What follows belongs to an exercise in optimizing a design on an open flow for small area, a short achievable clock period and few clock cycles; a production flow would make more cautious choices.
RTL that was checked went through simulation tests only; none was proved equivalent to the original.

==> build 92 <==
==> flow/design.v <==
module expr_unit(
  input clk,
  input rst,
  input start,
  input [31:0] i1,
  input [31:0] i2,
  input [31:0] i3,
  output op_ready,
  output done,
  output [31:0] result
);
localparam K  = 4;                  
localparam NC = (32 + K - 1) / K;   
localparam CW = $clog2(NC + 1);
localparam DW = 31 + K;             
reg s_idle, s_pre, s_div, done_r;
reg [CW-1:0] cnt1, cnt2;
reg [31:0] qa;         
reg [31:0] qc;         
reg [DW-1:0] b;        
reg [DW-1:0] ds1;      
reg z1r, z2r;          
reg [31:0] res;
assign op_ready = s_idle;
assign done = done_r;
assign result = res;
function [31:0] carries;
  input [31:0] g_in, p_in;
  input cin;
  reg [32:0] g, p;
  integer l, i, j;
  begin
    g = {g_in, cin};
    p = {p_in, 1'b0};
    for (l = 0; l < 6; l = l + 1)
      for (i = 32; i >= 0; i = i - 1)
        if ((i >> l) & 1) begin
          j = ((i >> l) << l) - 1;
          g[i] = g[i] | (p[i] & g[j]);
          p[i] = p[i] & p[j];
        end
    carries = g[32:1];
  end
endfunction
function [32:0] add_fast;
  input [31:0] x, y;
  input cin;
  reg [31:0] c;
  begin
    c = carries(x & y, x ^ y, cin);
    add_fast = {c[31], (x ^ y) ^ {c[30:0], cin}};
  end
endfunction
function [31:0] sub_small;
  input [31:0] x, y;
  reg c;
  integer i;
  begin
    c = 1'b1;
    for (i = 0; i < 32; i = i + 1) begin
      sub_small[i] = x[i] ^ ~y[i] ^ c;
      c = (x[i] & ~y[i]) | (x[i] & c) | (~y[i] & c);
    end
  end
endfunction
function [31:0] add3;
  input [31:0] x, y, z;
  reg [31:0] s, c;
  reg [32:0] t;
  begin
    s = x ^ y ^ z;
    c = (x & y) | (x & z) | (y & z);
    t = add_fast(s, {c[30:0], 1'b0}, 1'b0);
    add3 = t[31:0];
  end
endfunction
function [5:0] width;   
  input [31:0] x;
  integer i;
  begin
    width = 6'd0;
    for (i = 0; i < 32; i = i + 1) if (x[i]) width = i + 1;
  end
endfunction
function [CW-1:0] ncyc;
  input [31:0] x, d;
  reg [6:0] n;
  begin
    n = {1'b0, width(x)} - {1'b0, width(d)} + 7'd1;
    if (n[6] || n == 7'd0) ncyc = {CW{1'b0}};
    else ncyc = (n + K - 1) / K;
  end
endfunction
function [DW-1:0] align;
  input [31:0] d;
  input [CW-1:0] c;
  reg [CW-1:0] m;
  reg [DW-1:0] v;
  integer i;
  begin
    m = c - 1'b1;
    v = {{(DW-32){1'b0}}, d} << (K - 1);
    for (i = 0; i < CW; i = i + 1) if (m[i]) v = v << (K << i);
    align = v;
  end
endfunction
function [32+32+DW+K-1:0] steps;   
  input [31:0] r;
  input [DW-1:0] ds;
  reg [K-1:0] qb;
  reg [32:0] df;
  reg [31:0] df0;
  reg ovf;
  integer s;
  begin
    for (s = 0; s < K; s = s + 1) begin
      ovf = |(ds >> 32);
      df = add_fast(r, ~ds[31:0], 1'b1);
      if (s == 0) df0 = df[31:0];
      qb[K-1-s] = ~ovf & df[32];
      if (qb[K-1-s]) r = df[31:0];
      ds = ds >> 1;
    end
    steps = {df0, r, ds, qb};
  end
endfunction
wire [31:0] bb  = b[31:0];
wire [32:0] d1w  = add_fast(bb, ~(qa & ~qc), 1'b1);
wire [31:0] x1;         
wire [31:0] d1n = d1w[31:0];
wire [31:0] e   = sub_small(qa, bb & qc);
wire z1 = (d1n == 32'd0);
wire z2 = (bb == 32'd0);
wire [CW-1:0] c1 = z1 ? {CW{1'b0}} : ncyc(x1, d1n);
wire [CW-1:0] c2 = z2 ? {CW{1'b0}} : ncyc(qc, bb);
wire go_div = (c1 != 0) | (c2 != 0) | z1 | z2;
wire act1 = cnt1 != 0;
wire act2 = cnt2 != 0;
wire last = s_div & (cnt1 <= 1) & (cnt2 <= 1);
wire [32+32+DW+K-1:0] st1 = steps(qa, ds1);
assign x1 = st1[32+32+DW+K-1:32+DW+K];
wire [32+32+DW+K-1:0] st2 = steps(qc, b);
function [31:0] place;
  input [CW-1:0] cnt;
  input [K-1:0] qb;
  input neg;
  integer j;
  begin
    for (j = 0; j < 32; j = j + 1)
      place[j] = ((cnt == j / K + 1) & qb[j % K]) | neg;
  end
endfunction
wire [31:0] p1 = place(cnt1, st1[K-1:0], z1r & last);
wire [31:0] p2 = place(cnt2, st2[K-1:0], z2r & last);
always @(posedge clk or posedge rst) begin
  if (rst) begin
    s_idle <= 1'b1;
    s_pre <= 1'b0;
    s_div <= 1'b0;
    done_r <= 1'b0;
  end else begin
    s_idle <= (s_idle & ~start) | (s_pre & ~go_div) | last;
    s_pre <= s_idle & start;
    s_div <= (s_pre & go_div) | (s_div & ~last);
    done_r <= (s_pre & ~go_div) | last;
  end
end
always @(posedge clk) begin
  if (s_idle) qa <= i1;
  else if (s_pre) qa <= x1;
  else qa <= st1[32+DW+K-1:DW+K];
  if (s_idle | s_pre) qc <= i3;
  else qc <= st2[32+DW+K-1:DW+K];
  if (s_idle) b <= {{(DW-32){1'b0}}, i2};
  else if (s_pre) b <= align(bb, c2);
  else b <= st2[DW+K-1:K];
  if (s_idle) ds1 <= {{(DW-32){1'b0}}, i2};
  else if (s_pre) ds1 <= align(d1n, c1);
  else ds1 <= st1[DW+K-1:K];
  if (s_pre) begin
    cnt1 <= c1;
    cnt2 <= c2;
    z1r <= z1;
    z2r <= z2;
  end else begin
    if (act1) cnt1 <= cnt1 - 1'b1;
    if (act2) cnt2 <= cnt2 - 1'b1;
  end
  if (s_pre) res <= e;
  else res <= add3(res, p1, p2);
end
endmodule
==> flow/run.sh <==
#!/bin/bash
# synth_recipe.tcl (not shown) runs the flow's synth.tcl, then flattens the netlist and writes it again
# the make line also repeats each setting of config.mk as NAME=value (left out here)
make -C /OpenROAD-flow-scripts/flow DESIGN_CONFIG=/design/flow/config.mk WORK_HOME=/design/flow/orfs CLKGATE_MAP_FILE= SYNTH_SCRIPT=/design/flow/synth_recipe.tcl finish
==> flow/config.mk <==
export PLATFORM = sky130hd
export DESIGN_NAME = expr_unit
export DESIGN_NICKNAME = expr_unit
export VERILOG_FILES = /design/flow/design.v
export SDC_FILE = /design/flow/constraint.sdc
export NUM_CORES = 4
export LEC_CHECK = 0
export ABC_AREA = 1
export CAP_MARGIN = 20
export CORE_MARGIN = 2
export CORE_UTILIZATION = 40
export SLEW_MARGIN = 20
==> flow/constraint.sdc <==
create_clock -name core_clock -period 90.0 [get_ports {clk}]
set_input_delay 18.0000 -clock core_clock [delete_from_list [all_inputs] [get_ports {clk}]]
set_output_delay 18.0000 -clock core_clock [all_outputs]
set_load 0.01 [all_outputs]
==> build 97: changes against build 92 <==
==> flow/design.v, changed modules only <==
module expr_unit(
  input clk,
  input rst,
  input start,
  input [31:0] i1,
  input [31:0] i2,
  input [31:0] i3,
  output op_ready,
  output done,
  output [31:0] result
);
localparam K  = 4;                  
localparam NC = (32 + K - 1) / K;   
localparam CW = NC < 2 ? 1 : NC < 4 ? 2 : NC < 8 ? 3 : NC < 16 ? 4 : 5;
localparam DW = 31 + K;             
reg s_idle, s_pre, s_div, done_r;
reg rdy_r;             
reg [CW-1:0] cnt;      
reg [CW-1:0] cnx;      
reg [31:0] qa;         
reg [DW-1:0] ds1;      
wire [31:0] b = ds1[31:0];    
reg [31:0] res;        
assign op_ready = rdy_r;
assign done = done_r;
assign result = res;
function [31:0] carries;
  input [31:0] g_in, p_in;
  input cin;
  reg [32:0] g, p;
  integer l, i, j;
  begin
    g = {g_in, cin};
    p = {p_in, 1'b0};
    for (l = 0; l < 6; l = l + 1)
      for (i = 32; i >= 0; i = i - 1)
        if ((i >> l) & 1) begin
          j = ((i >> l) << l) - 1;
          g[i] = g[i] | (p[i] & g[j]);
          p[i] = p[i] & p[j];
        end
    carries = g[32:1];
  end
endfunction
function [32:0] add_fast;
  input [31:0] x, y;
  input cin;
  reg [31:0] c;
  begin
    c = carries(x & y, x ^ y, cin);
    add_fast = {c[31], (x ^ y) ^ {c[30:0], cin}};
  end
endfunction
function [31:0] sub_small;
  input [31:0] x, y;
  reg c;
  integer i;
  begin
    c = 1'b1;
    for (i = 0; i < 32; i = i + 1) begin
      sub_small[i] = x[i] ^ ~y[i] ^ c;
      c = (x[i] & ~y[i]) | (x[i] & c) | (~y[i] & c);
    end
  end
endfunction
function [31:0] add_bk;
  input [31:0] x, y;
  input cin;
  reg [32:0] g, p, pp;
  integer l, i;
  begin
    g = {x & y, cin};
    pp = {x ^ y, 1'b0};
    p = pp;
    for (l = 0; l < 6; l = l + 1)
      for (i = 0; i < 33; i = i + 1)
        if ((i + 1) % (2 << l) == 0) begin
          g[i] = g[i] | (p[i] & g[i - (1 << l)]);
          p[i] = p[i] & p[i - (1 << l)];
        end
    for (l = 4; l >= 0; l = l - 1)
      for (i = 0; i < 33; i = i + 1)
        if ((i + 1) % (2 << l) == (1 << l) && i > (1 << l)) begin
          g[i] = g[i] | (p[i] & g[i - (1 << l)]);
          p[i] = p[i] & p[i - (1 << l)];
        end
    add_bk = pp[32:1] ^ g[31:0];
  end
endfunction
function [5:0] width;   
  input [31:0] x;
  integer i;
  begin
    width = 6'd0;
    for (i = 0; i < 32; i = i + 1) if (x[i]) width = i + 1;
  end
endfunction
function [CW-1:0] ncyc;
  input [31:0] x, d;
  reg [6:0] n;
  begin
    n = {1'b0, width(x)} - {1'b0, width(d)} + 7'd1;
    if (n[6] || n == 7'd0) ncyc = {CW{1'b0}};
    else ncyc = (n + K - 1) / K;
  end
endfunction
function [DW-1:0] align;
  input [31:0] d;
  input [CW-1:0] c;
  reg [CW-1:0] m;
  reg [DW-1:0] v;
  integer i;
  begin
    m = c - 1'b1;
    v = {{(DW-32){1'b0}}, d} << (K - 1);
    for (i = 0; i < CW; i = i + 1) if (m[i]) v = v << (K << i);
    align = v;
  end
endfunction
function [32+32+DW+K-1:0] steps;   
  input [31:0] r;
  input [DW-1:0] ds;
  reg [K-1:0] qb;
  reg [32:0] df;
  reg [31:0] df0;
  reg ovf;
  integer s;
  begin
    for (s = 0; s < K; s = s + 1) begin
      ovf = |(ds >> 32);
      df = add_fast(r, ~ds[31:0], 1'b1);
      if (s == 0) df0 = df[31:0];
      qb[K-1-s] = ~ovf & df[32];
      if (qb[K-1-s]) r = df[31:0];
      ds = ds >> 1;
    end
    steps = {df0, r, ds, qb};
  end
endfunction
function [31:0] place;
  input [CW-1:0] cnt;
  input [K-1:0] qb;
  integer j;
  begin
    for (j = 0; j < 32; j = j + 1)
      place[j] = (cnt == j / K + 1) & qb[j % K];
  end
endfunction
wire [32+32+DW+K-1:0] st = steps(qa, ds1);
wire [31:0] x1 = st[32+32+DW+K-1:32+DW+K];    
wire [31:0] st_r = st[32+DW+K-1:DW+K];
wire [DW-1:0] st_ds = st[DW+K-1:K];
wire [K-1:0] st_q = st[K-1:0];
wire [31:0] d1n = add_bk(b, ~(qa & ~res), 1'b1);
wire z1 = (d1n == 32'd0);
wire z2 = (b == 32'd0);
wire [CW-1:0] c1 = z1 ? {CW{1'b0}} : ncyc(x1, d1n);
wire [CW-1:0] c2 = z2 ? {CW{1'b0}} : ncyc(res, b);
wire first1 = c1 != 0;                  
wire go_div = first1 | (c2 != 0);
wire lastc = cnt == 1;                  
wire swap = s_div & lastc & (cnx != 0);
wire last = s_div & lastc & (cnx == 0);
wire al_d1 = s_pre & first1;
wire [DW-1:0] al = align(al_d1 ? d1n : i2, al_d1 ? c1 : (s_pre ? c2 : cnx));
wire [31:0] nbc = {~(b[31:1] & res[31:1]), ~(b[0] & res[0]) & ~(z1 & z2)};
wire [31:0] acc = add_bk(s_pre ? qa : res, s_pre ? nbc : place(cnt, st_q),
                         s_pre & ~z1 & ~z2);
always @(posedge clk or posedge rst) begin
  if (rst) begin
    s_idle <= 1'b1;
    rdy_r <= 1'b1;
    s_pre <= 1'b0;
    s_div <= 1'b0;
    done_r <= 1'b0;
  end else begin
    s_idle <= (s_idle & ~start) | (s_pre & ~go_div) | last;
    rdy_r <= (rdy_r & ~start) | (s_pre & ~go_div) | last;
    s_pre <= s_idle & start;
    s_div <= (s_pre & go_div) | (s_div & ~last);
    done_r <= (s_pre & ~go_div) | last;
  end
end
always @(posedge clk) begin
  if (s_idle) qa <= i1;
  else if (al_d1) qa <= x1;
  else if (s_pre | swap) qa <= i3;
  else qa <= st_r;
  if (s_idle) ds1 <= {{(DW-32){1'b0}}, i2};
  else if (s_pre | swap) ds1 <= al;
  else ds1 <= st_ds;
  if (s_pre) begin
    cnt <= first1 ? c1 : c2;
    cnx <= first1 ? c2 : {CW{1'b0}};
  end else if (swap) begin
    cnt <= cnx;
    cnx <= {CW{1'b0}};
  end else begin
    cnt <= cnt - 1'b1;
  end
  if (s_idle) res <= i3;
  else res <= acc[31:0];
end
endmodule
==> flow/flow/run.sh (new file) <==
#!/bin/bash
# The standard layout with two changes to how it is made:
# - the port buffers are sky130_fd_sc_hd__buf_1 instead of the delay buffer
#   buffer_ports picks by default (every port still gets its buffer);
# - timing repair aims for 70.7 ns of setup slack at the design's 90 ns
#   clock, so it also speeds up paths that already meet 90 ns.
set -euo pipefail
bash standard.sh "BUFFER_PORTS_ARGS=-buffer_cell sky130_fd_sc_hd__buf_1" \
  SETUP_SLACK_MARGIN=70.7 finish > standard.log 2>&1
==> flow/standard.sh (new file) <==
#!/bin/bash
# synth_recipe.tcl (not shown) runs the flow's synth.tcl, then flattens the netlist and writes it again
# the make line also repeats each setting of config.mk as NAME=value (left out here)
make -C /OpenROAD-flow-scripts/flow DESIGN_CONFIG=/design/flow/config.mk WORK_HOME=/design/flow/orfs CLKGATE_MAP_FILE= SYNTH_SCRIPT=/design/flow/synth_recipe.tcl "${@:-finish}"
Settings changed: CORE_UTILIZATION 40 to 55.
removed: flow/run.sh
==> comparison table <==
quantity	build 92	build 97
Top layer used by detailed routing	met4	met5
GRT met3 Usage	0.03106	0.07262
Async set-reset flop share out of synthesis	0.02222	0.04464
CTS sink cnt	180	112
Detailed Route WL	98,190 µm	72,590 µm
Die width	268.3 µm	186.2 µm
Arrival @ worst endpoint	20,850 ps	1120 ps
Mux contribution to synthesized area	0.002865	0.001097
Total GRT Usage	0.2756	0.4202
Clock latency reported for the late side of the worst-skew pair	520 ps	400 ps
Result of the run	timing/DRC/antenna clean	timing/DRC/antenna clean
Storage cell area	3725 µm²	2318 µm²
Length of routed met2 wiring	42,590 µm	30,740 µm
Cell depth of the worst flop-to-flop path	118	90
Via count of the first global-routing pass	27,183	19,776
Flip-flop and latch count	180	112
Number of enable flip-flop cells after synthesis	10	4
Post-synthesis cell type with the largest combined area	sky130_fd_sc_hd__ha_1	sky130_fd_sc_hd__nand2_1
Cts bufs inserted	17	9
Yosys cell types	65	67
Testbench counts of build 97, summed over its fixed seeds: cycles 2,756.
Function not checked in build 92: the RTL went through the layout flow alone.

## separate check: timing with driven ports
How much do the figures lean on ideal ports? The routed layouts below were timed once more, with nothing changed but the port constraints. Step 1: set_driving_cell puts a clkbuf_16 on clk and a buf_2 on each other input, an assumption about the parent block. Step 2 also shifts input and output timing later by t, the mid clock arrival at the registers, as if the neighbouring blocks saw the same clock. Three values: ideal ports, drivers, drivers and shift; two values: the first two.
| run | shift t [ns] | setup WS [ns] | worst register clock-pin slew, ns | worst data-port slew with drivers (ns) |
|---|---|---|---|---|
| build 92 | 0.570 | 69.518 / 69.518 / 69.518 | 0.08 / 0.08 | 0.05 |
| build 97 | 0.448 | 70.880 / 70.825 / 70.652 | 0.09 / 0.09 | 0.07 |
After both steps setup and hold are still met in every run listed. For build 97, which loses most, drivers alone change the setup slack by -0.055 ns; drivers and shift together by -0.228 ns.
